Optimization exercise on an open flow, not production practice.
RTL: at most simulated, not proved equivalent.
Function not checked: runs 1, 2, 7 and 8.
Power: default activity.

<file path="design.v">
module cordicTanh(z0, clk, rst, out, flag);
	input wire clk, rst;
	input wire signed [15:0] z0;
	output wire signed [15:0] out;
	output reg flag;
	reg ld;                      
	reg rot;                     
	reg half;                    
	reg [3:0] sh;                
	reg signed [14:0] z;         
	reg signed [14:0] y;
	reg [13:0] x;                
	wire ext = z0[15] ^ z0[14];            
	wire div = ~(ld | rot | flag);
	wire rot_end = rot & half & (sh == 4'd13);
	wire s = rot ? z[14] : ~y[14];
	wire [13:1] d;
	genvar n;
	generate
		for (n = 1; n <= 13; n = n + 1) begin : dec
			assign d[n] = (sh == n);
		end
	endgenerate
	wire [14:0] K;
	assign K[14:12] = 3'b000;
	assign K[11] = d[1];
	assign K[10] = d[2];
	assign K[9]  = d[3];
	assign K[8]  = d[4];
	assign K[7]  = d[5] | (rot & d[1]);
	assign K[6]  = d[6] | (rot & d[1]);
	assign K[5]  = d[7];
	assign K[4]  = d[8] | (rot & d[2]);
	assign K[3]  = d[9] | (rot & d[1]);
	assign K[2]  = d[10] | (rot & d[2]);
	assign K[1]  = d[11] | (rot & (d[1] | d[2] | d[3])) | (~rot & d[12] & (z[14] ^ y[14]));
	assign K[0]  = rot & (d[3] | d[12] | d[13]);
	wire [13:0] xs = x >> sh;
	wire signed [14:0] ys = y >>> sh;
	wire [14:0] zn, yn;
	wire [13:0] xn;
	addsub #(15, 2) uz(z, K, ~s, zn);
	addsub #(15, 2) uy(y, {1'b0, xs}, s, yn);
	addsub #(14, 2) ux(x, ys[13:0], s, xn);
	always @(posedge clk) begin
		if (rst) begin
			ld <= 1'b1;
			rot <= 1'b0;
			flag <= 1'b0;
		end else begin
			ld <= flag;
			rot <= (ld & ~ext) | (rot & ~rot_end);
			flag <= (ld & ext) | (div & (sh == 4'd12));
		end
	end
	always @(posedge clk) begin
		half <= rot & ~half;
		if (ld | rot_end)
			sh <= 4'd1;
		else if (~rot | half)
			sh <= sh + 4'd1;
	end
	always @(posedge clk) begin
		if (ld) begin
			z <= ext ? {z0[15], z0[15], 13'h1000} : z0[14:0];
			x <= 14'h1000;
			y <= 15'h0000;
		end else begin
			z <= rot_end ? 15'h0000 : zn;
			y <= yn;
			if (rot)
				x <= xn;
		end
	end
	assign out = {z[14], z};
endmodule
module addsub #(parameter N = 15, parameter KIND = 1) (input [N-1:0] a, input [N-1:0] b, input sub, output [N-1:0] out);
	wire [N-1:0] ai = a ^ {N{sub}};
	reg [N-1:0] G, P, Gn, Pn;
	integer l, i;
	always @(*) begin
		G = ai & b;
		P = ai ^ b;
		if (KIND == 3) begin
			for (i = 1; i < N; i = i + 1)
				G[i] = G[i] | (P[i] & G[i-1]);
		end else if (KIND == 2) begin
			for (i = 1; i < N; i = i + 2) begin G[i] = G[i] | (P[i] & G[i-1]); P[i] = P[i] & P[i-1]; end
			for (i = 3; i < N; i = i + 4) begin G[i] = G[i] | (P[i] & G[i-2]); P[i] = P[i] & P[i-2]; end
			for (i = 7; i < N; i = i + 8) begin G[i] = G[i] | (P[i] & G[i-4]); P[i] = P[i] & P[i-4]; end
			for (i = 11; i < N; i = i + 8) begin G[i] = G[i] | (P[i] & G[i-4]); P[i] = P[i] & P[i-4]; end
			for (i = 5; i < N; i = i + 4) begin G[i] = G[i] | (P[i] & G[i-2]); P[i] = P[i] & P[i-2]; end
			for (i = 2; i < N; i = i + 2) begin G[i] = G[i] | (P[i] & G[i-1]); P[i] = P[i] & P[i-1]; end
		end else begin
			for (l = 1; l < N; l = l * 2) begin
				Gn = G; Pn = P;
				for (i = 0; i < N; i = i + 1)
					if ((i / l) % 2 == 1) begin
						Gn[i] = G[i] | (P[i] & G[(i / l) * l - 1]);
						Pn[i] = P[i] & P[(i / l) * l - 1];
					end
				G = Gn; P = Pn;
			end
		end
	end
	assign out = a ^ b ^ {G[N-2:0], 1'b0};
endmodule
</file>
<file path="flow/run.sh">
#!/bin/bash
# Standard synthesis, then the standard layout steps with repair_timing
# asked for a larger setup margin and plain buffers on the ports (the SDC
# and clock period are unchanged).
set -eo pipefail
bash standard.sh synth > synth.log 2>&1
bash standard.sh SETUP_SLACK_MARGIN=5 "BUFFER_PORTS_ARGS=-buffer_cell sky130_fd_sc_hd__buf_1" finish > layout.log 2>&1
</file>
<file path="standard.sh">
#!/bin/bash
# synth_recipe.tcl (not shown) runs the flow's synth.tcl, then flattens the netlist and writes it again
# the make line also repeats each setting of config.mk as NAME=value (left out here)
make -C /OpenROAD-flow-scripts/flow DESIGN_CONFIG=/design/flow/config.mk WORK_HOME=/design/flow/orfs CLKGATE_MAP_FILE= SYNTH_SCRIPT=/design/flow/synth_recipe.tcl "${@:-finish}"
</file>
<file path="config.mk">
export PLATFORM = sky130hd
export DESIGN_NAME = cordicTanh
export DESIGN_NICKNAME = cordicTanh
export VERILOG_FILES = /design/flow/design.v
export SDC_FILE = /design/flow/constraint.sdc
export NUM_CORES = 4
export LEC_CHECK = 0
export ABC_AREA = 1
export CAP_MARGIN = 70
export CORE_MARGIN = 2
export CORE_UTILIZATION = 45
export SLEW_MARGIN = 70
export TNS_END_PERCENT = 5
</file>
<file path="constraint.sdc">
create_clock -name core_clock -period 10.0 [get_ports {clk}]
set_input_delay 2.0000 -clock core_clock [delete_from_list [all_inputs] [get_ports {clk}]]
set_output_delay 2.0000 -clock core_clock [all_outputs]
set_load 0.01 [all_outputs]
</file>
==> reports/summary.txt, run 1 <==
outcome - no timing/DRC/antenna violations
layout cells sized above 1 - 9.765%
ys async rst share - 0%
CTS tree - done
post-synth net total - 845
PortBufs - 34
CP Class - reg2reg
Area contributors post-synth - dfxtp_1 20%, nand2_1 14%, xor2_1 12%
fill count - 1176
wire length per cell - 13.88 um
WP data arrival - 3690 ps
delay of the slowest critical-path stage - 410 ps
largest net degree at the start of global routing - 53
row cnt - 39
commonest non-fill, non-tap cell in the layout - nand2_1
FF+latch count, synth - 52
clock-pin slew on the worst setup and hold paths - 80 ps
Post-Synthesis Cells - 787
Main synth FF type - dfxtp_1
cell total after placement - 944
CTS Root Cell - clkbuf_16
vias in the first global route - 4927
Crit-path slowest cell - clkinv_2
P_leak - 2.622 nW
number of antenna violations at the first check in global routing - 0
Synth warnings - 3
headroom to the max-slew limit - 72.59%
H-tree Lvls - 2
Pwr per Cell Area - 292.4 nW/um^2
final setup TNS - 0 ps
Antenna diodes - 0
leading area contributor after synthesis - dfxtp_1
DIE WIDTH - 111.6 um
CTS resizes - 0
first-pass GRT wire length - 22630 um
most frequent cells in the layout - 192 x nand2_1, 71 x inv_1, 69 x xor2_1
# DRC - 0
placed cell area - 5448 um^2
Clock Latency Late Sink - 310 ps
placer's final routability congestion estimate - 0.9034
Startpoint Class - flip-flop
effective utilization at floorplan - 45.81%
P&R area growth vs syn - 7.951%
DR vias - 5009
First DRT Iteration DRCs - 325
fmax - 286.7 MHz
Routed Antenna Nets - 0
Clock Skew - 10.71 ps
final std cells w/o fill - 952
postcts setup bufs - 0
WP buf/inv - 4
Tightest Pin Transition - 410.1 ps
Max IR drop VDD - 178.6 uV
I/O pins - 35
Via density - 5.262
CTS Sinks - 52
GRT Total Usage - 21.88%
drt total wl - 13220 um
register area share after synthesis - 19.99%
Crit Path Max Fanout - 33
Nets - 866
Max Cap Viol - 0
CP delay by family, top - buffers and inverters
worst hold path type - reg2reg
TritonCTS buffer count - 5
first drt pass iteration count - 5
Max Slew Vio Count - 0
Post-DP HPWL - 10110 um
grt total ovfl - 0
Tmin final - 3488 ps
CP required - 10210 ps
fin area - 5623 um^2
Hold Fails Final Rpt - 0
Avg Inst Size Synth - 6.618 um^2
Tcrit/Tclk final - 34.88%
RSZ-0062 raised after global routing - no
# setup viols final - 0
EDFF count, synth - 0
Yosys cell types - 48
critical-path cell list - buf_4, clkinv_2, ha_1, inv_1, nor2_1, o21ai_0, o2111ai_1, ha_1, inv_1, o21ai_4, nand3_2, nand2_2, a21o_4, nand2_2, o21ai_4, nand3_1, nand3_1, nand2_1
Post-Syn Area - 5209 um^2
share of the synthesized area in the top cell type - 19.99%
Post-CTS Hold Fix Bufs - 0
Max clock buf depth - 2
crit end category - flip-flop
Die Ht - 111.6 um
die area - 12450 um^2
Core ar. - 11370 um^2
## registers in the layout, indices dropped and copies added, names as in the netlist
signal,count
x,14
flag,1
ld,1
half,1
rot,1
sh,4
y,15
z,15
## final timing paths
path	endpoint	startpoint	slack [ps]	cells past startpoint
max	z[13]	sh[1]	6510	18
min	half	half	470	1
max reg2reg	z[13]	sh[1]	6510	18
min reg2reg	half	half	470	1
## stage by stage
| step | setup slack, ps | util (%) | hold slack (ps) | power (W) |
|---|---|---|---|---|
| 2_1_floorplan | 7117 | - | 438.1 | 0.001215 |
| 3_3_place_gp | 6383 | 47.44 | 473.7 | 0.001383 |
| 3_5_place_dp | 6604 | 47.91 | 460.1 | 0.001426 |
| 4_1_cts | 6574 | 49.42 | 471.0 | 0.001649 |
| 5_1_grt | 6109 | 49.46 | 507.0 | 0.001827 |
| 6_report | 6512 | 49.46 | 471.7 | 0.001644 |
## worst reg2reg max path: stages, from the launching register on
cell       delay (ps)
dfxtp_1           310
buf_4             320
clkinv_2          410
ha_1              350
inv_1             100
nor2_1            100
o21ai_0           170
o2111ai_1         200
ha_1              340
inv_1              60
o21ai_4           180
nand3_2            80
nand2_2           110
a21o_4            150
nand2_2            70
o21ai_4           190
nand3_1           100
nand3_1            90
nand2_1            50
## logic make-up after synthesis
group	count (synthesis)	share of synthesized area, %
xor+xnor	80	13.45
compound gates	156	17.63
mux	2	0.3844
simple gates	350	30.07
fa+ha+maj	40	9.608
flops	52	19.99
buf+inv	107	8.864
## routing by layer
metal / up-vias / routed length [um] / track usage [%]
li1: 2607 / - / -
met1: 2284 / 6177 / 27.29
met2: 94 / 6291 / 38.50
met3: 24 / 402 / 2.722
met4: 0 / 347 / 8.477
met5: - / 0 / 0
## cell usage after synthesis (all sizes together), types with 2 or more instances
| cell | count |
|---|---|
| a211oi | 6 |
| nand3 | 53 |
| clkbuf | 8 |
| or2 | 6 |
| o211ai | 7 |
| o221ai | 4 |
| nand3b | 5 |
| xor2 | 69 |
| nand2 | 221 |
| inv | 79 |
| a31oi | 2 |
| nor2 | 61 |
| mux2i | 2 |
| a21o | 2 |
| xnor2 | 11 |
| o21ai | 71 |
| ha | 40 |
| o22ai | 2 |
| buf | 19 |
| o31ai | 2 |
| a21oi | 57 |
| dfxtp | 52 |
## power by group
part	internal [W]	switching (W)
registers	0.000260	0.0000598
logic	0.000421	0.000695
clock network	0.000119	0.0000895
## cell type report
type	instances	area, um^2	share of cell area, %
clock buffer	5	125.1	2.225
tap	143	178.9	3.182
sequential	52	1047	18.62
inverter	80	306.5	5.452
timing repair buffer	41	183.9	3.271
clock inverter	3	46.29	0.8233
multi-input combinational	628	3735	66.42
==> run 2, diff against run 1 <==
--- a/flow/run.sh
+++ b/flow/run.sh
@@ -6,2 +6,2 @@
 bash standard.sh synth > synth.log 2>&1
-bash standard.sh SETUP_SLACK_MARGIN=5 "BUFFER_PORTS_ARGS=-buffer_cell sky130_fd_sc_hd__buf_1" finish > layout.log 2>&1
+bash standard.sh SETUP_SLACK_MARGIN=7 "BUFFER_PORTS_ARGS=-buffer_cell sky130_fd_sc_hd__buf_1" finish > layout.log 2>&1
==> run 2 against run 1 <==
Effect of this change:
- worst hold slack better by 4.0 ps
- cell count grew 1.7%
- sequential cell count did not move
- critical endpoint is now x[13]
- largest power group unchanged
==> reports/summary.txt, run 2 <==
Core ar. - 11370 um^2 (unchanged)
Crit Path Max Fanout - 13 (was 33)
wire length per cell - 14.50 um (was 13.88 um)
first drt pass iteration count - 6 (was 5)
FF+latch count, synth - 52 (unchanged)
most frequent cells in the layout - 189 x nand2_1, 69 x xor2_1, 68 x inv_1 (was 192 x nand2_1, 71 x inv_1, 69 x xor2_1)
CTS Sinks - 52 (unchanged)
# setup viols final - 0 (unchanged)
layout cells sized above 1 - 15.15% (was 9.765%)
Tmin final - 2934 ps (was 3488 ps)
register area share after synthesis - 19.99% (unchanged)
# DRC - 0 (unchanged)
Worst R2R Path Depth - 16 (was 18)
Hold Fails Final Rpt - 0 (unchanged)
GRT Total Usage - 22.59% (was 21.88%)
Tcrit/Tclk final - 29.34% (was 34.88%)
leading area contributor after synthesis - dfxtp_1 (unchanged)
placer's final routability congestion estimate - 0.9034 (unchanged)
TritonCTS buffer count - 5 (unchanged)
CP required - 10210 ps (about the same)
final setup TNS - 0 ps (unchanged)
vias in the first global route - 5007 (was 4927)
worst setup path end - x[13] (was z[13])
DR vias - 5147 (was 5009)
Yosys cell types - 48 (unchanged)
fmax - 340.8 MHz (was 286.7 MHz)
Synth warnings - 3 (unchanged)
First DRT Iteration DRCs - 404 (was 325)
Crit. Startpoint - sh[0] (was sh[1])
Tightest Pin Transition - 425.9 ps (was 410.1 ps)
DIE WIDTH - 111.6 um (unchanged)
ys async rst share - 0% (unchanged)
number of antenna violations at the first check in global routing - 0 (unchanged)
Max Slew Vio Count - 0 (unchanged)
Post-CTS Hold Fix Bufs - 0 (unchanged)
final core utilization - 52.81% (was 49.46%)
Clock Latency Late Sink - 310 ps (about the same)
fill count - 1143 (was 1176)
share of the synthesized area in the top cell type - 19.99% (unchanged)
RR Endpoint - x[13] (was z[13])
Max IR drop VDD - 178.7 uV (was 178.6 uV)
largest net degree at the start of global routing - 34 (was 53)
EDFF count, synth - 0 (unchanged)
Hold Path Stages - 1 (unchanged)
Max clock buf depth - 2 (unchanged)
drt total wl - 14040 um (was 13220 um)
CP Class - reg2reg (unchanged)
Post-DP HPWL - 10110 um (unchanged)
Nets - 882 (was 866)
effective utilization at floorplan - 45.81% (unchanged)
Routed Antenna Nets - 0 (unchanged)
headroom to the max-slew limit - 71.30% (was 72.59%)
Die Ht - 111.6 um (unchanged)
I/O pins - 35 (unchanged)
Main synth FF type - dfxtp_1 (unchanged)
row cnt - 39 (unchanged)
Commonest cells post-synth - 192 x nand2_1, 73 x inv_1, 69 x xor2_1 (unchanged)
commonest non-fill, non-tap cell in the layout - nand2_1 (unchanged)
worst hold path type - reg2reg (unchanged)
Pwr per Cell Area - 288.6 nW/um^2 (was 292.4 nW/um^2)
most frequent cell after synthesis - nand2_1 (unchanged)
Post-Syn Area - 5209 um^2 (unchanged)
Area contributors post-synth - dfxtp_1 20%, nand2_1 14%, xor2_1 12% (unchanged)
clock-pin slew on the worst setup and hold paths - 70 ps (was 80 ps)
Startpoint Class - flip-flop (unchanged)
biggest regs - y: 15 flops, z: 15 flops, x: 14 flops (unchanged)
Post-Synthesis Cells - 787 (unchanged)
WP data arrival - 3150 ps (was 3690 ps)
CTS Root Cell - clkbuf_16 (unchanged)
Max Cap Viol - 0 (unchanged)
Antenna diodes - 0 (unchanged)
worst r2r src - sh[0] (was sh[1])
reg-to-reg slack, setup - 7070 ps (was 6510 ps)
RSZ-0062 raised after global routing - yes (was no)
CTS tree - done (unchanged)
P_leak - 2.785 nW (was 2.622 nW)
die area - 12450 um^2 (unchanged)
first-pass GRT wire length - 23270 um (was 22630 um)
H-tree Lvls - 2 (unchanged)
outcome - no timing/DRC/antenna violations (unchanged)
grt total ovfl - 0 (unchanged)
P&R area growth vs syn - 15.28% (was 7.951%)
Avg Inst Size Synth - 6.618 um^2 (unchanged)
Clock Skew - 10.51 ps (was 10.71 ps)
PortBufs - 34 (unchanged)
crit end category - flip-flop (unchanged)
post-synth net total - 845 (unchanged)
Via density - 5.317 (was 5.262)
## run 2: area by class of cell
| type | count | area, um^2 | area share (%) |
|---|---|---|---|
| Clock buffer | 5 | 125.1 | 2.084 |
| Clock inverter | 3 | 46.29 | 0.7710 |
| Inverter | 80 | 322.8 | 5.376 |
| Multi-Input combinational cell | 628 | 3870 | 64.45 |
| Sequential cell | 52 | 1061 | 17.67 |
| Tap cell | 143 | 178.9 | 2.980 |
| Timing Repair Buffer | 57 | 400.4 | 6.668 |
## run 2: logic make-up (layout without fill, tap and decap cells)
logic type               after synthesis  after routing  synth area share (%)
AO/OA/AOI/OAI                        156            156                 17.63
multiplexers                           2              2                0.3844
flip-flops                            52             52                 19.99
XOR/XNOR                              80             80                 13.45
adder cells (fa/ha/maj)               40             40                 9.608
AND/OR/NAND/NOR                      350            350                 30.07
buffers and inverters                107            145                 8.864
## run 2: where the power goes
part	total, W	switching [W]	internal (W)
sequential	0.000321	0.0000606	0.000260
combinational	0.00120	0.000731	0.000472
clock	0.000209	0.0000897	0.000119
total	0.00173	0.000881	0.000852
## run 2: per-stage QoR
step	std cells	cell area (um^2)	total power [W]	setup WS [ps]	hold slack, ps
2_1_floorplan	787	5209	0.001215	7117	438.1
3_3_place_gp	941	5394	0.001383	6383	473.7
3_5_place_dp	944	5448	0.001426	6604	460.1
4_1_cts	959	5768	0.001676	7006	471.0
5_1_grt	968	6005	0.001915	6937	507.0
6_report	968	6005	0.001733	7066	475.7
## run 2: metal layers
| metal | GRT usage [%] | up-vias | wire (um) |
|---|---|---|---|
| met1 | 28.21 | 2340 | 6286 |
| met2 | 39.80 | 126 | 6723 |
| met3 | 2.722 | 29 | 647 |
| met4 | 8.642 | 0 | 381 |
| met5 | 0 | - | 0 |
| li1 | - | 2652 | - |
## run 2: how the worst min path moves through the flow
stage                     endpoint  start  slack, ps
after floorplan               half   half        440
after global placement        half   half        470
after detailed placement      half   half        460
after CTS                     half   half        470
after global routing          half   half        510
final                         half   half        480
## run 2: what timing repair did
action / 4_1_cts / 5_1_grt
pin swaps: 3 / 9
setup buffers: 5 / 8
gates cloned: 2 / 1
setup endpoints to repair: 17 / 22
gates resized for setup: 15 / 42
## run 2: worst max-delay path, stage by stage (launching register included)
cell	delay (ps)
dfxtp_4	370
buf_12	150
o21ai_1	210
o21ai_1	120
o21ai_0	370
o21ai_1	200
ha_1	350
a21oi_1	270
nor2_1	80
a211oi_1	250
nand2_2	130
nand2_2	90
nand2_1	50
nand2_1	50
nand3_1	60
nand2_1	60
inv_1	30
==> run 3, diff against run 2 <==
--- a/design.v
+++ b/design.v
@@ -43,3 +43,3 @@
 	addsub #(15, 2) uy(y, {1'b0, xs}, s, yn);
-	addsub #(14, 2) ux(x, ys[13:0], s, xn);
+	addsub #(14, 2) ux(x, ys[13:0] & {14{rot}}, s, xn);    
 	always @(posedge clk) begin
@@ -70,4 +70,3 @@
 			y <= yn;
-			if (rot)
-				x <= xn;
+			x <= xn;
 		end
--- a/config.mk
+++ b/config.mk
@@ -11,2 +11,4 @@
 export CORE_UTILIZATION = 45
+export CTS_CLUSTER_DIAMETER = 300
+export CTS_CLUSTER_SIZE = 64
 export SLEW_MARGIN = 70
==> run 3 against run 2 <==
Effect of this change:
- still clean
- cell count decreased by 3.8%
- critical path depth decreased by 15
- via count decreased by 2.7%
- setup slack got worse by 19 ps
- critical endpoint is now out[13]
- largest cell class unchanged
==> reports/summary.txt, run 3 <==
CTS Root Cell - clkbuf_8 (was clkbuf_16)
Max IR drop VDD - 115.1 uV (was 178.7 uV)
post-synth net total - 810 (was 845)
Yosys cell types - 42 (was 48)
Commonest cells post-synth - 188 x nand2_1, 63 x xor2_1, 62 x inv_1 (was 192 x nand2_1, 73 x inv_1, 69 x xor2_1)
Startpoint Class - flip-flop (unchanged)
H-tree Lvls - 2 (unchanged)
Post-CTS Hold Fix Bufs - 0 (unchanged)
Seq pwr share - 23.2% (was 18.5%)
# DRC - 0 (unchanged)
PortBufs - 34 (unchanged)
Logic pwr share - 67.6% (was 69.4%)
row cnt - 38 (was 39)
first-pass GRT wire length - 21950 um (was 23270 um)
CTS tree - done (unchanged)
cell total after placement - 905 (was 944)
EDFF count, synth - 0 (unchanged)
Max clock buf depth - 2 (unchanged)
share of the synthesized area in the top cell type - 20.90% (was 19.99%)
Avg Inst Size Synth - 6.622 um^2 (was 6.618 um^2)
Nets - 848 (was 882)
grt total ovfl - 0 (unchanged)
crit end category - primary output (was flip-flop)
placed cell area - 5207 um^2 (was 5448 um^2)
layout cells sized above 1 - 13.53% (was 15.15%)
Clock Latency Late Sink - 340 ps (was 310 ps)
final setup TNS - 0 ps (unchanged)
Sw Ratio - 51.32% (was 50.85%)
first drt pass iteration count - 5 (was 6)
register area share after synthesis - 20.90% (was 19.99%)
most frequent cells in the layout - 185 x nand2_1, 63 x xor2_1, 57 x inv_1 (was 189 x nand2_1, 69 x xor2_1, 68 x inv_1)
CP delay by family, top - flip-flops (was compound AO/OA/AOI/OAI gates)
Via density - 5.377 (was 5.317)
TritonCTS buffer count - 5 (unchanged)
clock-pin slew on the worst setup and hold paths - 110 ps (was 70 ps)
most frequent cell after synthesis - nand2_1 (unchanged)
biggest regs - y: 15 flops, z: 15 flops, x: 14 flops (unchanged)
# setup viols final - 0 (unchanged)
Clock Skew - 13.83 ps (was 10.51 ps)
worst hold path type - reg2reg (unchanged)
Tightest Pin Transition - 408.0 ps (was 425.9 ps)
WP data arrival - 950 ps (was 3150 ps)
leading area contributor after synthesis - dfxtp_1 (unchanged)
fmax - 338.6 MHz (was 340.8 MHz)
DIE WIDTH - 109.2 um (was 111.6 um)
effective utilization at floorplan - 45.94% (was 45.81%)
P_leak - 2.683 nW (was 2.785 nW)
clock network power share - 9.1% (was 12.1%)
FF+latch count, synth - 52 (unchanged)
RSZ-0062 raised after global routing - yes (unchanged)
P&R area growth vs syn - 15.05% (was 15.28%)
placer's final routability congestion estimate - 0.9037 (was 0.9034)
Tcrit/Tclk final - 29.53% (was 29.34%)
commonest non-fill, non-tap cell in the layout - nand2_1 (unchanged)
I/O pins - 35 (unchanged)
delay of the slowest critical-path stage - 440 ps (was 370 ps)
fin area - 5729 um^2 (was 6005 um^2)
Die Ht - 109.2 um (was 111.6 um)
Antenna diodes - 0 (unchanged)
Hold Fails Final Rpt - 0 (unchanged)
final std cells w/o fill - 931 (was 968)
WP buf/inv - 1 (was 2)
GRT Total Usage - 23.45% (was 22.59%)
drt total wl - 14200 um (was 14040 um)
Area contributors post-synth - dfxtp_1 21%, nand2_1 14%, xor2_1 11% (was dfxtp_1 20%, nand2_1 14%, xor2_1 12%)
Psw - 0.0007698 W (was 0.0008811 W)
First DRT Iteration DRCs - 269 (was 404)
Post-Synthesis Cells - 752 (was 787)
Main synth FF type - dfxtp_1 (unchanged)
outcome - no timing/DRC/antenna violations (unchanged)
die area - 11920 um^2 (was 12450 um^2)
CP Class - reg2out (was reg2reg)
P_int - 0.0007301 W (was 0.0008517 W)
Tmin final - 2953 ps (was 2934 ps)
CTS Sinks - 52 (unchanged)
wire length per cell - 15.26 um (was 14.50 um)
vias in the first global route - 4572 (was 5007)
critical-path cell list - buf_1 (was buf_12, o21ai_1, o21ai_1, o21ai_0, o21ai_1, ha_1, a21oi_1, nor2_1, a211oi_1, nand2_2, nand2_2, nand2_1, nand2_1, nand3_1, nand2_1, inv_1)
Synth warnings - 3 (unchanged)
Pwr per Cell Area - 261.8 nW/um^2 (was 288.6 nW/um^2)
ys async rst share - 0% (unchanged)
Crit Path Max Fanout - 5 (was 13)
DR vias - 5006 (was 5147)
Post-Syn Area - 4980 um^2 (was 5209 um^2)
number of antenna violations at the first check in global routing - 0 (unchanged)
Post-DP HPWL - 10260 um (was 10110 um)
Core ar. - 10840 um^2 (was 11370 um^2)
Routed Antenna Nets - 0 (unchanged)
largest net degree at the start of global routing - 44 (was 34)
CP required - 8000 ps (was 10210 ps)
Crit-path slowest cell - dfxtp_1 (was dfxtp_4)
Max Cap Viol - 0 (unchanged)
headroom to the max-slew limit - 72.80% (was 71.30%)
Max Slew Vio Count - 0 (unchanged)
[run 3: power groups by stage]
| stage | sequential (W) | combinational [W] | clock, W |
|---|---|---|---|
| global route | 0.000358 | 0.00116 | 0.000146 |
| finish | 0.000349 | 0.00101 | 0.000137 |
| global placement | 0.000348 | 0.000900 | 0 |
| detailed placement | 0.000352 | 0.000926 | 0 |
| floorplan | 0.000338 | 0.000749 | 0 |
| CTS | 0.000347 | 0.000938 | 0.000142 |
[run 3: cell type report]
type / instances / area, um^2
Sequential cell: 52 / 1064
Fill cell: 1100 / 5111
Timing Repair Buffer: 57 / 416.7
Tap cell: 140 / 175.2
Multi-Input combinational cell: 604 / 3691
Inverter: 70 / 287.8
Clock inverter: 3 / 26.28
Clock buffer: 5 / 68.82
[run 3: stage by stage]
stage	hold WS [ps]	setup WS [ps]	power [W]	util [%]
5_1_grt	506.8	6952	0.001666	52.85
3_5_place_dp	467.0	6729	0.001277	48.04
3_3_place_gp	449.9	6339	0.001248	47.63
4_1_cts	493.4	6956	0.001427	49.25
6_report	488.7	7047	0.001500	52.85
2_1_floorplan	437.5	7066	0.001086	-
[run 3: cells by family after synthesis]
kind of cell             count (synthesis)  synth area share [%]
flip-flops                              52                 20.90
adder cells (fa/ha/maj)                 40                 10.05
XOR/XNOR                                85                 15.10
multiplexers                             3                0.6030
buffers and inverters                   96                 8.316
AND/OR/NAND/NOR                        324                 27.79
AO/OA/AOI/OAI                          152                 17.24
[run 3: per-layer routing]
layer | routed length, um | global-route usage [%] | up-vias | share of wire [%]
met4 | 239 | 6.510 | 0 | 1.7
met2 | 7071 | 41.97 | 80 | 50
met5 | 0 | 0 | - | 0
met1 | 6520 | 29.13 | 2361 | 46
li1 | - | - | 2548 | -
met3 | 372 | 3.467 | 17 | 2.6
[run 3: worst paths after layout]
path	depth (start not counted)	start	to	slack (ps)
worst min register to register	1	flag	ld	490
worst min-delay path	1	flag	ld	490
worst max-delay path	1	z[13]	out[13]	7050
worst max register to register	19	sh[0]	z[12]	7130
[run 3: timing repair]
action                     CTS  global route
gates cloned                 0             4
pin swaps                    0             6
gates resized for setup     11            58
buffers inserted             0            14
setup endpoints to repair   26            29
Testbench counts of run 3, summed over its fixed seeds: cycles 77,132, items 2,048.
==> run 4, diff against run 3 <==
--- a/config.mk
+++ b/config.mk
@@ -11,4 +11,3 @@
 export CORE_UTILIZATION = 45
-export CTS_CLUSTER_DIAMETER = 300
-export CTS_CLUSTER_SIZE = 64
+export CTS_BUF_LIST = sky130_fd_sc_hd__clkbuf_16
 export SLEW_MARGIN = 70
==> run 4 against run 3 <==
Effect of this change:
- setup slack worse by 17 ps
- total power is 2.5% higher
- die area stayed put
- clock power is 36% higher
- critical endpoint is now out[15]
- largest cell class unchanged
==> reports/summary.txt, run 4 <==
outcome - no timing/DRC/antenna violations (unchanged)
Main synth FF type - dfxtp_1 (unchanged)
Simple-Gate Fraction of Synth Area - 27.79% (unchanged)
leading area contributor after synthesis - dfxtp_1 (unchanged)
number of antenna violations at the first check in global routing - 0 (unchanged)
Area contributors post-synth - dfxtp_1 21%, nand2_1 14%, xor2_1 11% (unchanged)
first-pass GRT wire length - 22000 um (was 21950 um)
Nets - 844 (was 848)
largest family of logic cells by synthesized area - simple AND/OR/NAND/NOR gates (unchanged)
PortBufs - 34 (unchanged)
Clock Latency Late Sink - 310 ps (was 340 ps)
WP data arrival - 970 ps (was 950 ps)
Logic pwr share - 65.2% (was 67.6%)
most frequent cell after synthesis - nand2_1 (unchanged)
Pwr per Cell Area - 268.7 nW/um^2 (was 261.8 nW/um^2)
Max IR drop VDD - 115.0 uV (was 115.1 uV)
Sw Ratio - 50.13% (was 51.32%)
WHS - 480.9 ps (was 488.7 ps)
Via density - 5.357 (was 5.377)
placer's final routability congestion estimate - 0.9037 (unchanged)
CTS Root Cell - clkbuf_16 (was clkbuf_8)
worst hold path type - reg2reg (unchanged)
fmax - 336.7 MHz (was 338.6 MHz)
TritonCTS buffer count - 5 (unchanged)
drt total wl - 14100 um (was 14200 um)
Psw - 0.0007705 W (was 0.0007698 W)
EDFF count, synth - 0 (unchanged)
H-tree Lvls - 2 (unchanged)
Antenna diodes - 0 (unchanged)
Hold Fails Final Rpt - 0 (unchanged)
Crit Path Max Fanout - 7 (was 5)
Tmin final - 2970 ps (was 2953 ps)
Synth Area in Compound Gates - 17.24% (unchanged)
# DRC - 0 (unchanged)
Commonest cells post-synth - 188 x nand2_1, 63 x xor2_1, 62 x inv_1 (unchanged)
ys async rst share - 0% (unchanged)
CP Class - reg2out (unchanged)
Clock Skew - 9.036 ps (was 13.83 ps)
critical-path cell list - buf_1 (unchanged)
P_leak - 2.678 nW (was 2.683 nW)
Max Slew Vio Count - 0 (unchanged)
P_int - 0.0007665 W (was 0.0007301 W)
Routed Antenna Nets - 0 (unchanged)
Seq pwr share - 22.7% (was 23.2%)
biggest regs - y: 15 flops, z: 15 flops, x: 14 flops (unchanged)
Avg Inst Size Synth - 6.622 um^2 (unchanged)
register area share after synthesis - 20.90% (unchanged)
delay of the slowest critical-path stage - 470 ps (was 440 ps)
reg-to-reg slack, setup - 7140 ps (was 7130 ps)
row cnt - 38 (unchanged)
WP buf/inv - 1 (unchanged)
FF+latch count, synth - 52 (unchanged)
CTS tree - done (unchanged)
RSZ-0062 raised after global routing - yes (unchanged)
clock network power share - 12.1% (was 9.1%)
layout cells sized above 1 - 12.33% (was 13.53%)
Yosys cell types - 42 (unchanged)
post-synthesis mux area share - 0.6030% (unchanged)
First DRT Iteration DRCs - 308 (was 269)
final setup TNS - 0 ps (unchanged)
effective utilization at floorplan - 45.94% (unchanged)
# setup viols final - 0 (unchanged)
crit end category - primary output (unchanged)
CP required - 8000 ps (about the same)
Tightest Pin Transition - 408.3 ps (was 408.0 ps)
Post-Synthesis Cells - 752 (unchanged)
final std cells w/o fill - 927 (was 931)
post-synth net total - 810 (unchanged)
Post-DP HPWL - 10260 um (unchanged)
commonest non-fill, non-tap cell in the layout - nand2_1 (unchanged)
Synth warnings - 3 (unchanged)
adder-cell area share of the yosys netlist - 10.05% (unchanged)
Max Cap Viol - 0 (unchanged)
Post-Syn Area - 4980 um^2 (unchanged)
clock-pin slew on the worst setup and hold paths - 80 ps (was 110 ps)
DIE WIDTH - 109.2 um (unchanged)
largest net degree at the start of global routing - 44 (unchanged)
fill count - 1097 (was 1100)
I/O pins - 35 (unchanged)
DR vias - 4966 (was 5006)
Core ar. - 10840 um^2 (unchanged)
headroom to the max-slew limit - 72.78% (was 72.80%)
CTS Sinks - 52 (unchanged)
Die Ht - 109.2 um (unchanged)
Max clock buf depth - 2 (unchanged)
CP delay by family, top - flip-flops (unchanged)
Post-Synth XOR/XNOR Area - 15.10% (unchanged)
Tcrit/Tclk final - 29.70% (was 29.53%)
share of the synthesized area in the top cell type - 20.90% (unchanged)
GRT Total Usage - 23.44% (was 23.45%)
first drt pass iteration count - 5 (unchanged)
Crit-path slowest cell - dfxtp_1 (unchanged)
die area - 11920 um^2 (unchanged)
cell total after placement - 905 (unchanged)
wire length per cell - 15.21 um (was 15.26 um)
vias in the first global route - 4583 (was 4572)
most frequent cells in the layout - 186 x nand2_1, 63 x xor2_1, 58 x a21oi_1 (was 185 x nand2_1, 63 x xor2_1, 57 x inv_1)
grt total ovfl - 0 (unchanged)
Startpoint Class - flip-flop (unchanged)
P&R area growth vs syn - 14.85% (was 15.05%)
==> run 4: cell counts after synthesis <==
Identical to the previous run, type by type.
==> run 4: layout make-up <==
cell class / count / area, um^2 / area share, %
repair buffers: 53 / 369.1 / 6.454
clock buffers: 5 / 125.1 / 2.188
well taps: 140 / 175.2 / 3.063
multi-input cells: 604 / 3672 / 64.21
inverters: 70 / 290.3 / 5.075
flip-flops and latches: 52 / 1061 / 18.55
clock inverters: 3 / 26.28 / 0.4594
==> run 4: logic make-up after synthesis <==
family          after synthesis
xor+xnor                     85
simple gates                324
fa+ha+maj                    40
flops                        52
compound gates              152
mux                           3
buf+inv                      96
==> run 4: worst paths after layout <==
| check | from | to | cells past startpoint |
|---|---|---|---|
| setup / recovery | z[14] | out[15] | 1 |
| hold / removal | flag | ld | 1 |
| setup reg to reg | z[14] | z[12] | 14 |
| hold reg to reg | flag | ld | 1 |
==> run 4: per-layer routing <==
layer	GRT usage, %	routed length (um)
met1	29.20	6486
met2	41.97	6934
met3	3.467	442
met4	6.239	236
met5	0	0
==> run 4: worst reg2reg max path: stages, from the launching register on <==
cell and delay, ps:
dfxtp_1 470, nand2_1 190, nand2_8 220, buf_12 240, xnor2_1 160, ha_1 280, a21oi_1 210, nor2_1 80
a211oi_2 230, nand2_4 100, nand2_2 100, o21ai_4 90, buf_4 160, o21ai_0 150, o21ai_1 70
==> run 4: through the flow <==
stage / setup WS [ps] / cell area (um^2) / utilization [%] / total power [W]
2_1_floorplan: 7066 / 4980 / - / 0.001086
3_3_place_gp: 6339 / 5164 / 47.63 / 0.001248
3_5_place_dp: 6729 / 5207 / 48.04 / 0.001277
4_1_cts: 6990 / 5409 / 49.90 / 0.001480
5_1_grt: 6950 / 5719 / 52.76 / 0.001705
6_report: 7030 / 5719 / 52.76 / 0.001537
==> run 4: timing repair <==
item / CTS / global route
gates cloned: 0 / 3
hold buffers: 0 / 0
resized for setup: 13 / 52
setup endpoints to repair: 24 / 28
buffers inserted: 0 / 11
pin swaps: 0 / 5
==> run 4: power groups by stage <==
stage / clock, W / sequential (W) / combinational, W
after floorplan: 0 / 0.000338 / 0.000749
after detailed placement: 0 / 0.000352 / 0.000926
after global placement: 0 / 0.000348 / 0.000900
final: 0.000186 / 0.000349 / 0.00100
after CTS: 0.000191 / 0.000347 / 0.000942
after global routing: 0.000196 / 0.000358 / 0.00115
==> run 5, diff against run 4 <==
--- a/config.mk
+++ b/config.mk
@@ -11,3 +11,2 @@
 export CORE_UTILIZATION = 45
-export CTS_BUF_LIST = sky130_fd_sc_hd__clkbuf_16
 export SLEW_MARGIN = 70
==> run 5 against run 4 <==
Effect of this change:
- still clean on timing, DRC and antenna
- sequential cell count is the same
- critical path depth unchanged
- total power fell by 2.4%
- maximum frequency up 0.57%
- die area did not move
- clock skew is 4.8 ps higher
- via count rose by 0.81%
- first-iteration DRC count decreased by 13%
- final area up 0.17%
==> reports/summary.txt, run 5 <==
reg-to-reg slack, setup - 7130 ps (was 7140 ps)
vias in the first global route - 4572 (was 4583)
Nets - 848 (was 844)
P_leak - 2.683 nW (was 2.678 nW)
Clock Skew - 13.83 ps (was 9.036 ps)
H-tree Lvls - 2 (unchanged)
register area share after synthesis - 20.90% (unchanged)
DR vias - 5006 (was 4966)
RSZ-0062 raised after global routing - yes (unchanged)
Avg Inst Size Synth - 6.622 um^2 (unchanged)
drt total wl - 14200 um (was 14100 um)
Post-Syn Area - 4980 um^2 (unchanged)
hold path startpoint - flag (unchanged)
Max IR drop VDD - 115.1 uV (was 115.0 uV)
DIE WIDTH - 109.2 um (unchanged)
CP Class - reg2out (unchanged)
CP delay by family, top - flip-flops (unchanged)
post-synth net total - 810 (unchanged)
Critical Path Stages - 1 (unchanged)
commonest non-fill, non-tap cell in the layout - nand2_1 (unchanged)
layout cells sized above 1 - 13.53% (was 12.33%)
CTS Root Cell - clkbuf_8 (was clkbuf_16)
PortBufs - 34 (unchanged)
headroom to the max-slew limit - 72.80% (was 72.78%)
Post-DP HPWL - 10260 um (unchanged)
number of antenna violations at the first check in global routing - 0 (unchanged)
outcome - no timing/DRC/antenna violations (unchanged)
ys async rst share - 0% (unchanged)
EDFF count, synth - 0 (unchanged)
largest net degree at the start of global routing - 44 (unchanged)
fill count - 1100 (was 1097)
worst r2r src - sh[0] (was z[14])
Psw - 0.0007698 W (was 0.0007705 W)
Core ar. - 10840 um^2 (unchanged)
die area - 11920 um^2 (unchanged)
P&R area growth vs syn - 15.05% (was 14.85%)
CTS Sinks - 52 (unchanged)
clock network power share - 9.1% (was 12.1%)
share of the synthesized area in the top cell type - 20.90% (unchanged)
placer's final routability congestion estimate - 0.9037 (unchanged)
Routed Antenna Nets - 0 (unchanged)
GRT Total Usage - 23.45% (was 23.44%)
Post-CTS Hold Fix Bufs - 0 (unchanged)
Tmin final - 2953 ps (was 2970 ps)
Antenna diodes - 0 (unchanged)
FF+latch count, synth - 52 (unchanged)
effective utilization at floorplan - 45.94% (unchanged)
Crit Path Max Fanout - 5 (was 7)
grt total ovfl - 0 (unchanged)
I/O pins - 35 (unchanged)
fmax - 338.6 MHz (was 336.7 MHz)
most frequent cell after synthesis - nand2_1 (unchanged)
WP buf/inv - 1 (unchanged)
WP data arrival - 950 ps (was 970 ps)
First DRT Iteration DRCs - 269 (was 308)
Logic pwr share - 67.6% (was 65.2%)
Hold Fails Final Rpt - 0 (unchanged)
Sw Ratio - 51.32% (was 50.13%)
critical-path cell list - buf_1 (unchanged)
Synth warnings - 3 (unchanged)
crit end category - primary output (unchanged)
Seq pwr share - 23.2% (was 22.7%)
biggest regs - y: 15 flops, z: 15 flops, x: 14 flops (unchanged)
CTS tree - done (unchanged)
Max Slew Vio Count - 0 (unchanged)
Tightest Pin Transition - 408.0 ps (was 408.3 ps)
TritonCTS buffer count - 5 (unchanged)
first-pass GRT wire length - 21950 um (was 22000 um)
worst setup path end - out[13] (was out[15])
worst hold path type - reg2reg (unchanged)
final setup TNS - 0 ps (unchanged)
Via density - 5.377 (was 5.357)
Tcrit/Tclk final - 29.53% (was 29.70%)
Crit-path slowest cell - dfxtp_1 (unchanged)
Area contributors post-synth - dfxtp_1 21%, nand2_1 14%, xor2_1 11% (unchanged)
Main synth FF type - dfxtp_1 (unchanged)
Max clock buf depth - 2 (unchanged)
P_int - 0.0007301 W (was 0.0007665 W)
row cnt - 38 (unchanged)
Startpoint Class - flip-flop (unchanged)
Commonest cells post-synth - 188 x nand2_1, 63 x xor2_1, 62 x inv_1 (unchanged)
clock-pin slew on the worst setup and hold paths - 110 ps (was 80 ps)
first drt pass iteration count - 5 (unchanged)
Post-Synthesis Cells - 752 (unchanged)
CP required - 8000 ps (about the same)
Die Ht - 109.2 um (unchanged)
delay of the slowest critical-path stage - 440 ps (was 470 ps)
Yosys cell types - 42 (unchanged)
Crit. Startpoint - z[13] (was z[14])
Clock Latency Late Sink - 340 ps (was 310 ps)
Max Cap Viol - 0 (unchanged)
WHS - 488.7 ps (was 480.9 ps)
Pwr per Cell Area - 261.8 nW/um^2 (was 268.7 nW/um^2)
RR Endpoint - z[12] (unchanged)
Worst R2R Path Depth - 19 (was 14)
most frequent cells in the layout - 185 x nand2_1, 63 x xor2_1, 57 x inv_1 (was 186 x nand2_1, 63 x xor2_1, 58 x a21oi_1)
wire length per cell - 15.26 um (was 15.21 um)
leading area contributor after synthesis - dfxtp_1 (unchanged)
# DRC - 0 (unchanged)
# setup viols final - 0 (unchanged)
## run 5: changes by cell type in the layout (fill, tap and decap cells not counted), sizes merged
cell | previous run | this run
clkbuf | 8 | 9
buf | 50 | 53
## run 5: cells by family after synthesis
kind of cell               count (synthesis)  share of synthesized area, %
DFF                                       52                         20.90
xor gates and xnor gates                  85                         15.10
AOI/OAI and AO/OA                        152                         17.24
adders and majority gates                 40                         10.05
buffers and inverters                     96                         8.316
and+or+nand+nor                          324                         27.79
muxes                                      3                        0.6030
## run 5: worst min path at each step
stage / to / slack (ps) / depth (start not counted)
detailed placement: ld / 470 / 1
global placement: ld / 450 / 1
floorplan: half / 440 / 1
global route: ld / 510 / 1
CTS: ld / 490 / 1
finish: ld / 490 / 1
## run 5: power groups by stage
stage	logic (W)	clock network, W	registers (W)
after floorplan	0.000749	0	0.000338
after global placement	0.000900	0	0.000348
after detailed placement	0.000926	0	0.000352
after CTS	0.000938	0.000142	0.000347
after global routing	0.00116	0.000146	0.000358
final	0.00101	0.000137	0.000349
## run 5: stage by stage
stage	power, W	instances	setup slack, ps	instance area [um^2]	util [%]
finish	0.001500	931	7047	5729	52.85
global route	0.001666	931	6952	5729	52.85
CTS	0.001427	913	6956	5339	49.25
detailed placement	0.001277	905	6729	5207	48.04
global placement	0.001248	904	6339	5164	47.63
floorplan	0.001086	752	7066	4980	-
## run 5: final cells by class
type                    instances  area [um^2]  area share (%)
repair buffers                 57        416.7           7.272
clock inverters                 3        26.28          0.4586
flip-flops and latches         52         1064           18.56
multi-input cells             604         3691           64.42
clock buffers                   5        68.82           1.201
well taps                     140        175.2           3.057
inverters                      70        287.8           5.023
## run 5: repair_timing
| action | CTS | global route |
|---|---|---|
| endpoints found under the setup margin | 26 | 29 |
| gates cloned | 0 | 4 |
| pin swaps | 0 | 6 |
| resized for setup | 11 | 58 |
| buffers inserted | 0 | 14 |
## run 5: metal layers
metal	part of all wire (%)	vias to the layer above	routed length, um	global-route usage [%]
met5	0	-	0	0
met4	1.7	0	239	6.510
met3	2.6	17	372	3.467
met2	50	80	7071	41.97
met1	46	2361	6520	29.13
li1	-	2548	-	-
==> run 6, diff against run 5 <==
--- a/flow/run.sh
+++ b/flow/run.sh
@@ -6,2 +6,2 @@
 bash standard.sh synth > synth.log 2>&1
-bash standard.sh SETUP_SLACK_MARGIN=7 "BUFFER_PORTS_ARGS=-buffer_cell sky130_fd_sc_hd__buf_1" finish > layout.log 2>&1
+bash standard.sh SETUP_SLACK_MARGIN=7.15 "BUFFER_PORTS_ARGS=-buffer_cell sky130_fd_sc_hd__buf_1" finish > layout.log 2>&1
==> run 6 against run 5 <==
Effect of this change:
- total power rose by 11%
- final area grew 11%
- critical path type unchanged
- maximum frequency up 3.0%
- die area stayed put
- critical endpoint is now out[12]
- wire length increased by 4.0%
- critical path depth stayed put
- worst hold slack better by 8.7 ps
- clock skew barely moved
- global-route usage increased by 0.41 points
==> reports/summary.txt, run 6 <==
outcome - no timing/DRC/antenna violations (unchanged)
Routed Antenna Nets - 0 (unchanged)
GRT Total Usage - 23.87% (was 23.45%)
post-synth net total - 810 (unchanged)
WP buf/inv - 1 (unchanged)
Max Cap Viol - 0 (unchanged)
Tcrit/Tclk final - 28.66% (was 29.53%)
CTS Sinks - 52 (unchanged)
Startpoint Class - flip-flop (unchanged)
# DRC - 0 (unchanged)
Nets - 881 (was 848)
layout cells sized above 1 - 25.49% (was 13.53%)
placer's final routability congestion estimate - 0.9533 (was 0.9037)
Core ar. - 10840 um^2 (unchanged)
Clock Latency Late Sink - 350 ps (was 340 ps)
# setup viols final - 0 (unchanged)
Clock Skew - 13.88 ps (was 13.83 ps)
drt total wl - 14770 um (was 14200 um)
Post-Synthesis Cells - 752 (unchanged)
CP Class - reg2out (unchanged)
Via density - 5.345 (was 5.377)
P_leak - 2.970 nW (was 2.683 nW)
most frequent cells in the layout - 174 x nand2_1, 63 x xor2_1, 55 x inv_1 (was 185 x nand2_1, 63 x xor2_1, 57 x inv_1)
RSZ-0062 raised after global routing - yes (unchanged)
number of antenna violations at the first check in global routing - 0 (unchanged)
Simple-Gate Fraction of Synth Area - 27.79% (unchanged)
headroom to the max-slew limit - 70.95% (was 72.80%)
Synth Area in Compound Gates - 17.24% (unchanged)
Max Slew Vio Count - 0 (unchanged)
post-synthesis mux area share - 0.6030% (unchanged)
adder-cell area share of the yosys netlist - 10.05% (unchanged)
die area - 11920 um^2 (unchanged)
Max IR drop VDD - 116.4 uV (was 115.1 uV)
final std cells w/o fill - 964 (was 931)
DR vias - 5153 (was 5006)
FF+latch count, synth - 52 (unchanged)
I/O pins - 35 (unchanged)
Synth warnings - 3 (unchanged)
fill count - 1036 (was 1100)
PortBufs - 34 (unchanged)
Avg Inst Size Synth - 6.622 um^2 (unchanged)
wire length per cell - 15.32 um (was 15.26 um)
fmax - 348.9 MHz (was 338.6 MHz)
Crit-path slowest cell - dfxtp_4 (was dfxtp_1)
H-tree Lvls - 2 (unchanged)
WP data arrival - 870 ps (was 950 ps)
first-pass GRT wire length - 22110 um (was 21950 um)
CTS tree - done (unchanged)
Main synth FF type - dfxtp_1 (unchanged)
multi-input combinational cell area - 3939 um^2 (was 3691 um^2)
dpl ws - 6724 ps (was 6729 ps)
commonest non-fill, non-tap cell in the layout - nand2_1 (unchanged)
Hold Fails Final Rpt - 0 (unchanged)
biggest regs - y: 15 flops, z: 15 flops, x: 14 flops (unchanged)
CP delay by family, top - flip-flops (unchanged)
most frequent cell after synthesis - nand2_1 (unchanged)
register area share after synthesis - 20.90% (unchanged)
Tmin final - 2866 ps (was 2953 ps)
CTS Root Cell - clkbuf_8 (unchanged)
Pwr per Cell Area - 261.7 nW/um^2 (was 261.8 nW/um^2)
first drt pass iteration count - 5 (unchanged)
Post-DP HPWL - 9755 um (was 10260 um)
FF+latch area - 1086 um^2 (was 1064 um^2)
First DRT Iteration DRCs - 390 (was 269)
Final WS setup - 7134 ps (was 7047 ps)
Crit Path Max Fanout - 5 (unchanged)
delay of the slowest critical-path stage - 380 ps (was 440 ps)
Antenna diodes - 0 (unchanged)
Area contributors post-synth - dfxtp_1 21%, nand2_1 14%, xor2_1 11% (unchanged)
vias in the first global route - 4616 (was 4572)
crit end category - primary output (unchanged)
critical-path cell list - buf_2 (was buf_1)
Post-Synth XOR/XNOR Area - 15.10% (unchanged)
EDFF count, synth - 0 (unchanged)
worst hold path type - reg2reg (unchanged)
final setup TNS - 0 ps (unchanged)
effective utilization at floorplan - 45.94% (unchanged)
TritonCTS buffer count - 5 (unchanged)
P&R area growth vs syn - 27.36% (was 15.05%)
row cnt - 38 (unchanged)
Commonest cells post-synth - 188 x nand2_1, 63 x xor2_1, 62 x inv_1 (unchanged)
Post-Syn Area - 4980 um^2 (unchanged)
CP required - 8000 ps (about the same)
DIE WIDTH - 109.2 um (unchanged)
largest family of logic cells by synthesized area - simple AND/OR/NAND/NOR gates (unchanged)
Tightest Pin Transition - 435.3 ps (was 408.0 ps)
largest net degree at the start of global routing - 26 (was 44)
cell total after placement - 904 (was 905)
share of the synthesized area in the top cell type - 20.90% (unchanged)
ys async rst share - 0% (unchanged)
Post-CTS Hold Fix Bufs - 0 (unchanged)
leading area contributor after synthesis - dfxtp_1 (unchanged)
Die Ht - 109.2 um (unchanged)
grt total ovfl - 0 (unchanged)
clock-pin slew on the worst setup and hold paths - 120 ps (was 110 ps)
Yosys cell types - 42 (unchanged)
Max clock buf depth - 2 (unchanged)
-- run 6: worst reg2reg max path, delay by kind of cell, from the launching register on --
kind	cells	cell delay (ps)
AO/OA/AOI/OAI	6	1030
AND/OR/NAND/NOR	6	630
flip-flops	1	440
buffers and inverters	2	270
adder cells (fa/ha/maj)	1	240
multiplexers	1	110
-- run 6: kinds of logic after synthesis --
kind of cell | count (synthesis)
AOI/OAI and AO/OA | 152
xor gates and xnor gates | 85
adders and majority gates | 40
buffers and inverters | 96
DFF | 52
muxes | 3
and+or+nand+nor | 324
-- run 6: layer usage --
layer | GRT usage (%) | share of wire (%) | vias up
met5 | 0 | 0 | -
met4 | 9.675 | 2.9 | 0
met3 | 4.065 | 3.7 | 34
met2 | 41.44 | 49 | 122
met1 | 29.15 | 44 | 2372
li1 | - | - | 2625
-- run 6: stage by stage --
stage	hold slack [ps]	util (%)	cell area, um^2	power [W]
detailed placement	465.7	47.92	5195	0.001276
finish	497.4	58.51	6342	0.001660
floorplan	437.5	-	4982	0.001087
CTS	490.3	51.14	5544	0.001465
global route	518.3	58.51	6342	0.001821
global placement	454.1	47.63	5164	0.001251
-- run 6: worst paths after layout --
path,startpoint,endpoint,slack [ps],depth (start not counted)
worst max-delay path,z[12],out[12],7130,1
worst min-delay path,half,half,500,1
worst max register to register,sh[0],x[10],7180,16
worst min register to register,half,half,500,1
-- run 6: cell type report --
type	instances	area share, %
timing repair buffer	89	11.52
clock buffer	5	1.085
multi-input combinational	605	62.10
inverter	70	4.991
clock inverter	3	0.4143
tap	140	2.762
sequential	52	17.12
-- run 6: power breakdown --
group	switching, W	internal [W]	leakage [nW]
clock network	0.0000879	0.0000513	0.0487
registers	0.0000742	0.000275	0.437
logic	0.000680	0.000492	2.48
-- run 6: timing repair --
item                       in CTS  in global routing
pin swaps                       5                 39
gates cloned                    2                  3
gates resized for setup        59                108
setup endpoints to repair      45                 46
buffers inserted                7                 40
==> run 7, diff against run 6 <==
--- a/design.v
+++ b/design.v
@@ -37,4 +37,10 @@
 	assign K[0]  = rot & (d[3] | d[12] | d[13]);
-	wire [13:0] xs = x >> sh;
-	wire signed [14:0] ys = y >>> sh;
+	wire [13:0] xs1 = sh[0] ? {1'd0, x[13:1]} : x;
+	wire [13:0] xs2 = sh[1] ? {2'd0, xs1[13:2]} : xs1;
+	wire [13:0] xs4 = sh[2] ? {4'd0, xs2[13:4]} : xs2;
+	wire [13:0] xs  = sh[3] ? {8'd0, xs4[13:8]} : xs4;
+	wire [14:0] ys1 = sh[0] ? {y[14], y[14:1]} : y;
+	wire [14:0] ys2 = sh[1] ? {{2{ys1[14]}}, ys1[14:2]} : ys1;
+	wire [14:0] ys4 = sh[2] ? {{4{ys2[14]}}, ys2[14:4]} : ys2;
+	wire [14:0] ys  = sh[3] ? {{8{ys4[14]}}, ys4[14:8]} : ys4;
 	wire [14:0] zn, yn;
--- a/flow/run.sh
+++ b/flow/run.sh
@@ -6,2 +6,2 @@
 bash standard.sh synth > synth.log 2>&1
-bash standard.sh SETUP_SLACK_MARGIN=7.15 "BUFFER_PORTS_ARGS=-buffer_cell sky130_fd_sc_hd__buf_1" finish > layout.log 2>&1
+bash standard.sh SETUP_SLACK_MARGIN=7 "BUFFER_PORTS_ARGS=-buffer_cell sky130_fd_sc_hd__buf_1" finish > layout.log 2>&1
==> run 7 against run 6 <==
Effect of this change:
- first-iteration DRC count down 26%
- cell count down 3.5%
- maximum frequency down 3.0%
- final area down 11%
- sequential power about the same
- setup slack worse by 88 ps
- combinational power down 15%
- clock power about the same
- synthesized area about the same
- critical path depth unchanged
- worst hold slack about the same
- core utilization down 6.1 points
- critical endpoint unchanged
- largest cell class unchanged
==> reports/summary.txt, run 7 <==
Synth warnings - 3 (unchanged)
number of antenna violations at the first check in global routing - 0 (unchanged)
fin area - 5657 um^2 (was 6342 um^2)
CP required - 8000 ps (about the same)
RSZ-0062 raised after global routing - yes (unchanged)
commonest non-fill, non-tap cell in the layout - nand2_1 (unchanged)
Nets - 847 (was 881)
Yosys cell types - 41 (was 42)
I/O pins - 35 (unchanged)
TritonCTS buffer count - 5 (unchanged)
most frequent cell after synthesis - nand2_1 (unchanged)
Hold Path Stages - 1 (unchanged)
Via density - 5.338 (was 5.345)
Antenna diodes - 0 (unchanged)
clock-pin slew on the worst setup and hold paths - 120 ps (about the same)
overall power - 0.001490 W (was 0.001660 W)
leading area contributor after synthesis - dfxtp_1 (unchanged)
hold path startpoint - flag (was half)
Max clock buf depth - 2 (unchanged)
wire length per cell - 15.35 um (was 15.32 um)
fill count - 1089 (was 1036)
FF+latch count, synth - 52 (unchanged)
crit end category - primary output (unchanged)
outcome - no timing/DRC/antenna violations (unchanged)
ys async rst share - 0% (unchanged)
Hold Fails Final Rpt - 0 (unchanged)
Crit. Startpoint - z[12] (unchanged)
placed cell area - 5199 um^2 (was 5195 um^2)
largest net degree at the start of global routing - 35 (was 26)
post-synth net total - 808 (was 810)
critical-path cell list - buf_1 (was buf_2)
Crit Path Max Fanout - 6 (was 5)
first-pass GRT wire length - 22360 um (was 22110 um)
Max Slew Vio Count - 0 (unchanged)
Main synth FF type - dfxtp_1 (unchanged)
effective utilization at floorplan - 46.10% (was 45.94%)
delay of the slowest critical-path stage - 430 ps (was 380 ps)
Post-DP HPWL - 10220 um (was 9755 um)
Pwr per Cell Area - 263.4 nW/um^2 (was 261.7 nW/um^2)
Max IR drop VDD - 130.1 uV (was 116.4 uV)
fmax - 338.6 MHz (was 348.9 MHz)
Tightest Pin Transition - 416.2 ps (was 435.3 ps)
row cnt - 38 (unchanged)
first drt pass iteration count - 5 (unchanged)
CTS Sinks - 52 (unchanged)
Area contributors post-synth - dfxtp_1 21%, nand2_1 14%, xor2_1 11% (unchanged)
Max Cap Viol - 0 (unchanged)
most frequent cells in the layout - 185 x nand2_1, 63 x xor2_1, 56 x inv_1 (was 174 x nand2_1, 63 x xor2_1, 55 x inv_1)
H-tree Lvls - 2 (unchanged)
First DRT Iteration DRCs - 287 (was 390)
share of the synthesized area in the top cell type - 20.92% (was 20.90%)
Post-Synthesis Cells - 750 (was 752)
worst hold path type - reg2reg (unchanged)
DIE WIDTH - 109.2 um (about the same)
Post-Syn Area - 4976 um^2 (was 4980 um^2)
Tcrit/Tclk final - 29.54% (was 28.66%)
final setup TNS - 0 ps (unchanged)
Post-CTS Hold Fix Bufs - 0 (unchanged)
die area - 11910 um^2 (was 11920 um^2)
Avg Inst Size Synth - 6.635 um^2 (was 6.622 um^2)
Commonest cells post-synth - 187 x nand2_1, 63 x xor2_1, 61 x inv_1 (was 188 x nand2_1, 63 x xor2_1, 62 x inv_1)
Core ar. - 10790 um^2 (was 10840 um^2)
Worst R2R Path Depth - 21 (was 16)
Crit-path slowest cell - dfxtp_1 (was dfxtp_4)
Clock Skew - 15.74 ps (was 13.88 ps)
PortBufs - 34 (unchanged)
vias in the first global route - 4625 (was 4616)
headroom to the max-slew limit - 72.26% (was 70.95%)
Die Ht - 109.2 um (about the same)
P&R area growth vs syn - 13.68% (was 27.36%)
GRT Total Usage - 24.13% (was 23.87%)
EDFF count, synth - 0 (unchanged)
Clock Latency Late Sink - 350 ps (about the same)
Critical Path Stages - 1 (unchanged)
CP delay by family, top - flip-flops (unchanged)
WP data arrival - 950 ps (was 870 ps)
# DRC - 0 (unchanged)
CTS Root Cell - clkbuf_8 (unchanged)
grt total ovfl - 0 (unchanged)
register area share after synthesis - 20.92% (was 20.90%)
CTS tree - done (unchanged)
biggest regs - y: 15 flops, z: 15 flops, x: 14 flops (unchanged)
WP buf/inv - 1 (unchanged)
Startpoint Class - flip-flop (unchanged)
DR vias - 4964 (was 5153)
CP Class - reg2out (unchanged)
layout cells sized above 1 - 13.04% (was 25.49%)
drt total wl - 14270 um (was 14770 um)
Tmin final - 2954 ps (was 2866 ps)
worst r2r src - sh[0] (unchanged)
Routed Antenna Nets - 0 (unchanged)
# setup viols final - 0 (unchanged)
P_leak - 2.656 nW (was 2.970 nW)
placer's final routability congestion estimate - 0.8918 (was 0.9533)
[run 7: changes by cell type after synthesis, sizes merged]
cell	delta
o21ai	+1
inv	-1
nand3	-1
nand2	-1
xnor2	+1
buf	-1
xor2	-1
clkbuf	+1
[run 7: final timing paths]
kind / to / slack [ps]
hold / removal: ld / 500
hold reg to reg: ld / 500
setup reg to reg: z[13] / 7160
setup / recovery: out[12] / 7050
[run 7: per-stage QoR]
stage	cells	worst slack (ps)	hold WS [ps]	util [%]
2_1_floorplan	750	7137	436.4	-
3_3_place_gp	902	6358	446.7	47.79
3_5_place_dp	903	6576	462.3	48.17
4_1_cts	912	6946	491.3	49.93
5_1_grt	930	6912	518.3	52.41
6_report	930	7046	497.1	52.41
[run 7: layout make-up]
class                      instances  area (um^2)  share of cell area (%)
multi-input combinational        603         3636                   64.28
sequential                        52         1064                   18.80
timing repair buffer              58        402.9                   7.122
inverter                          69        286.5                   5.065
tap                              140        175.2                   3.097
clock buffer                       5        68.82                   1.217
clock inverter                     3        23.77                  0.4203
[run 7: kinds of logic (layout without fill, tap and decap cells)]
family	Yosys count	count (layout)	share of synthesized area [%]
muxes	3	3	0.6035
DFF	52	52	20.92
xor gates and xnor gates	85	85	14.96
buffers and inverters	95	135	8.348
and+or+nand+nor	322	322	27.68
adders and majority gates	40	40	10.06
AOI/OAI and AO/OA	153	153	17.43
[run 7: timing repair]
item,CTS,global route
cloned,1,2
gates resized for setup,19,39
pin swaps,1,11
buffers inserted,0,15
hold endpoints to repair,0,0
endpoints found under the setup margin,30,26
[run 7: layer usage]
| layer | global-route usage, % | vias to the layer above | routed length, um |
|---|---|---|---|
| met4 | 8.059 | 0 | 286 |
| met2 | 43.61 | 119 | 7132 |
| met1 | 28.58 | 2280 | 6219 |
| met3 | 4.244 | 16 | 633 |
| met5 | 0 | - | 0 |
| li1 | - | 2549 | - |
[run 7: power breakdown]
| group | switching, W | leakage (nW) | internal, W |
|---|---|---|---|
| combinational | 0.000606 | 2.18 | 0.000398 |
| sequential | 0.0000763 | 0.434 | 0.000272 |
| clock | 0.0000875 | 0.0404 | 0.0000499 |
| total | 0.000770 | 2.66 | 0.000720 |
==> run 8, diff against run 7 <==
--- a/flow/run.sh
+++ b/flow/run.sh
@@ -6,2 +6,2 @@
 bash standard.sh synth > synth.log 2>&1
-bash standard.sh SETUP_SLACK_MARGIN=7 "BUFFER_PORTS_ARGS=-buffer_cell sky130_fd_sc_hd__buf_1" finish > layout.log 2>&1
+bash standard.sh SETUP_SLACK_MARGIN=7  "BUFFER_PORTS_ARGS=-buffer_cell sky130_fd_sc_hd__buf_1" finish > layout.log 2>&1
--- a/config.mk
+++ b/config.mk
@@ -10,3 +10,4 @@
 export CORE_MARGIN = 2
-export CORE_UTILIZATION = 45
+export CORE_UTILIZATION = 55
+export GPL_TIMING_DRIVEN = 0
 export SLEW_MARGIN = 70
==> run 8 against run 7 <==
Effect of this change:
- critical path type unchanged
- global-route usage is 7.0 points higher
- register-to-register slack worse by 90 ps
- highest routed layer unchanged
- critical path depth is 1 higher
- largest cell class unchanged
==> reports/summary.txt, run 8 <==
WP buf/inv - 2 (was 1)
post-synth net total - 808 (unchanged)
crit end category - primary output (unchanged)
Nets - 879 (was 847)
Post-Synthesis Cells - 750 (unchanged)
die area - 9824 um^2 (was 11910 um^2)
grt total ovfl - 0 (unchanged)
Via density - 5.700 (was 5.338)
register area share after synthesis - 20.92% (unchanged)
first drt pass iteration count - 5 (unchanged)
multi-input combinational cell area - 3825 um^2 (was 3636 um^2)
clock-pin slew on the worst setup and hold paths - 110 ps (was 120 ps)
# setup viols final - 0 (unchanged)
Routed Antenna Nets - 0 (unchanged)
vias in the first global route - 4975 (was 4625)
outcome - no timing/DRC/antenna violations (unchanged)
row cnt - 34 (was 38)
Yosys cell types - 41 (unchanged)
delay of the slowest critical-path stage - 400 ps (was 430 ps)
Final WS setup - 7018 ps (was 7046 ps)
CP delay by family, top - flip-flops (unchanged)
P_leak - 2.819 nW (was 2.656 nW)
CTS Root Cell - clkbuf_8 (unchanged)
EDFF count, synth - 0 (unchanged)
I/O pins - 35 (unchanged)
overall power - 0.001614 W (was 0.001490 W)
WP data arrival - 980 ps (was 950 ps)
Commonest cells post-synth - 187 x nand2_1, 63 x xor2_1, 61 x inv_1 (unchanged)
TritonCTS buffer count - 5 (unchanged)
H-tree Lvls - 2 (unchanged)
Area contributors post-synth - dfxtp_1 21%, nand2_1 14%, xor2_1 11% (unchanged)
DIE WIDTH - 99.12 um (was 109.2 um)
first-pass GRT wire length - 24440 um (was 22360 um)
fill count - 786 (was 1089)
largest net degree at the start of global routing - 18 (was 35)
ys async rst share - 0% (unchanged)
DR WL met2 - 7619 um (was 7132 um)
final setup TNS - 0 ps (unchanged)
commonest non-fill, non-tap cell in the layout - nand2_1 (unchanged)
Antenna diodes - 0 (unchanged)
met1 WL - 6516 um (was 6219 um)
fin area - 6016 um^2 (was 5657 um^2)
DR top layer - met4 (unchanged)
CTS Sinks - 52 (unchanged)
dpl ws - 6276 ps (was 6576 ps)
Clock Latency Late Sink - 330 ps (was 350 ps)
placer's final routability congestion estimate - 1.113 (was 0.8918)
most frequent cells in the layout - 182 x nand2_1, 63 x xor2_1, 56 x inv_1 (was 185 x nand2_1, 63 x xor2_1, 56 x inv_1)
layout cells sized above 1 - 19.71% (was 13.04%)
drt total wl - 15720 um (was 14270 um)
FF+latch area - 1052 um^2 (was 1064 um^2)
GRT Total Usage - 31.09% (was 24.13%)
# DRC - 0 (unchanged)
wire length per cell - 16.90 um (was 15.35 um)
biggest regs - y: 15 flops, z: 15 flops, x: 14 flops (unchanged)
P&R area growth vs syn - 20.90% (was 13.68%)
First DRT Iteration DRCs - 325 (was 287)
Post-DP HPWL - 11460 um (was 10220 um)
Max clock buf depth - 2 (unchanged)
CP required - 8000 ps (about the same)
CTS tree - done (unchanged)
placed cell area - 5270 um^2 (was 5199 um^2)
effective utilization at floorplan - 56.78% (was 46.10%)
DR vias - 5301 (was 4964)
Crit Path Max Fanout - 7 (was 6)
Crit-path slowest cell - dfxtp_2 (was dfxtp_1)
Tcrit/Tclk final - 29.82% (was 29.54%)
Die Ht - 99.12 um (was 109.2 um)
PortBufs - 34 (unchanged)
worst hold path type - reg2reg (unchanged)
Core ar. - 8763 um^2 (was 10790 um^2)
Startpoint Class - flip-flop (unchanged)
Post-CTS Hold Fix Bufs - 0 (unchanged)
number of antenna violations at the first check in global routing - 0 (unchanged)
CP Class - reg2out (unchanged)
Tightest Pin Transition - 440.6 ps (was 416.2 ps)
Max Cap Viol - 0 (unchanged)
Max Slew Vio Count - 0 (unchanged)
critical-path cell list - buf_4, buf_1 (was buf_1)
most frequent cell after synthesis - nand2_1 (unchanged)
RSZ-0062 raised after global routing - yes (unchanged)
headroom to the max-slew limit - 70.43% (was 72.26%)
Synth warnings - 3 (unchanged)
met3 wire length - 794 um (was 633 um)
leading area contributor after synthesis - dfxtp_1 (unchanged)
Max IR drop VDD - 168.0 uV (was 130.1 uV)
final core utilization - 68.65% (was 52.41%)
share of the synthesized area in the top cell type - 20.92% (unchanged)
Pwr per Cell Area - 268.2 nW/um^2 (was 263.4 nW/um^2)
FF+latch count, synth - 52 (unchanged)
Tmin final - 2982 ps (was 2954 ps)
Clock Skew - 11.93 ps (was 15.74 ps)
Hold Fails Final Rpt - 0 (unchanged)
Post-Syn Area - 4976 um^2 (unchanged)
Avg Inst Size Synth - 6.635 um^2 (unchanged)
fmax - 335.4 MHz (was 338.6 MHz)
Main synth FF type - dfxtp_1 (unchanged)
run 8: cell types whose count changed in the layout (fill, tap and decap cells not counted), sizes merged:
cell	before	now
clkbuf	8	13
clkinv	2	1
bufbuf	1	0
inv	68	67
clkinvlp	2	4
buf	54	82
run 8: metal layers:
layer / track usage [%] / vias up
li1: - / 2616
met1: 37.70 / 2431
met2: 54.05 / 200
met3: 4.357 / 54
met4: 14.96 / 0
met5: 0 / -
run 8: area by class of cell:
class | instances | area share, %
Inverter | 69 | 4.638
Timing Repair Buffer | 64 | 6.115
Multi-Input combinational cell | 603 | 63.58
Clock inverter | 3 | 0.3952
Sequential cell | 52 | 17.49
Tap cell | 108 | 2.246
Buffer | 26 | 4.389
Clock buffer | 5 | 1.144
run 8: metrics by stage:
step | hold WS, ps | std cells
6_report | 483.5 | 930
4_1_cts | 483.1 | 905
2_1_floorplan | 436.4 | 750
3_5_place_dp | 466.4 | 893
5_1_grt | 500.0 | 930
3_3_place_gp | 465.6 | 892
run 8: final timing paths:
kind                            slack [ps]  endpoint  start  cells past startpoint
worst max register to register        7070     x[10]  sh[2]                     17
worst min-delay path                   480      half   half                      1
worst min register to register         480      half   half                      1
worst max-delay path                  7020   out[15]  z[14]                      2
run 8: cell families after synthesis:
group                      synth area share [%]
adders and majority gates                 10.06
AOI/OAI and AO/OA                         17.43
muxes                                    0.6035
buffers and inverters                     8.348
DFF                                       20.92
xor gates and xnor gates                  14.96
and+or+nand+nor                           27.68
run 8: what timing repair did:
| action | in CTS | in global routing |
|---|---|---|
| setup buffers | 4 | 24 |
| endpoints found under the setup margin | 32 | 28 |
| resized for setup | 28 | 91 |
| pin swaps | 1 | 29 |
| cloned | 0 | 1 |
run 8: worst register-to-register path, delay by kind of cell (launching register included):
family | cells | cell delay [ps]
buffers and inverters | 5 | 710
adder cells (fa/ha/maj) | 1 | 240
AO/OA/AOI/OAI | 3 | 610
flip-flops | 1 | 370
AND/OR/NAND/NOR | 8 | 920
run 8: report_power, final:
part / switching, W / leakage (nW) / internal (W)
sequential: 0.0000732 / 0.432 / 0.000271
clock: 0.0000856 / 0.0404 / 0.0000499
combinational: 0.000683 / 2.35 / 0.000450
total: 0.000842 / 2.82 / 0.000772
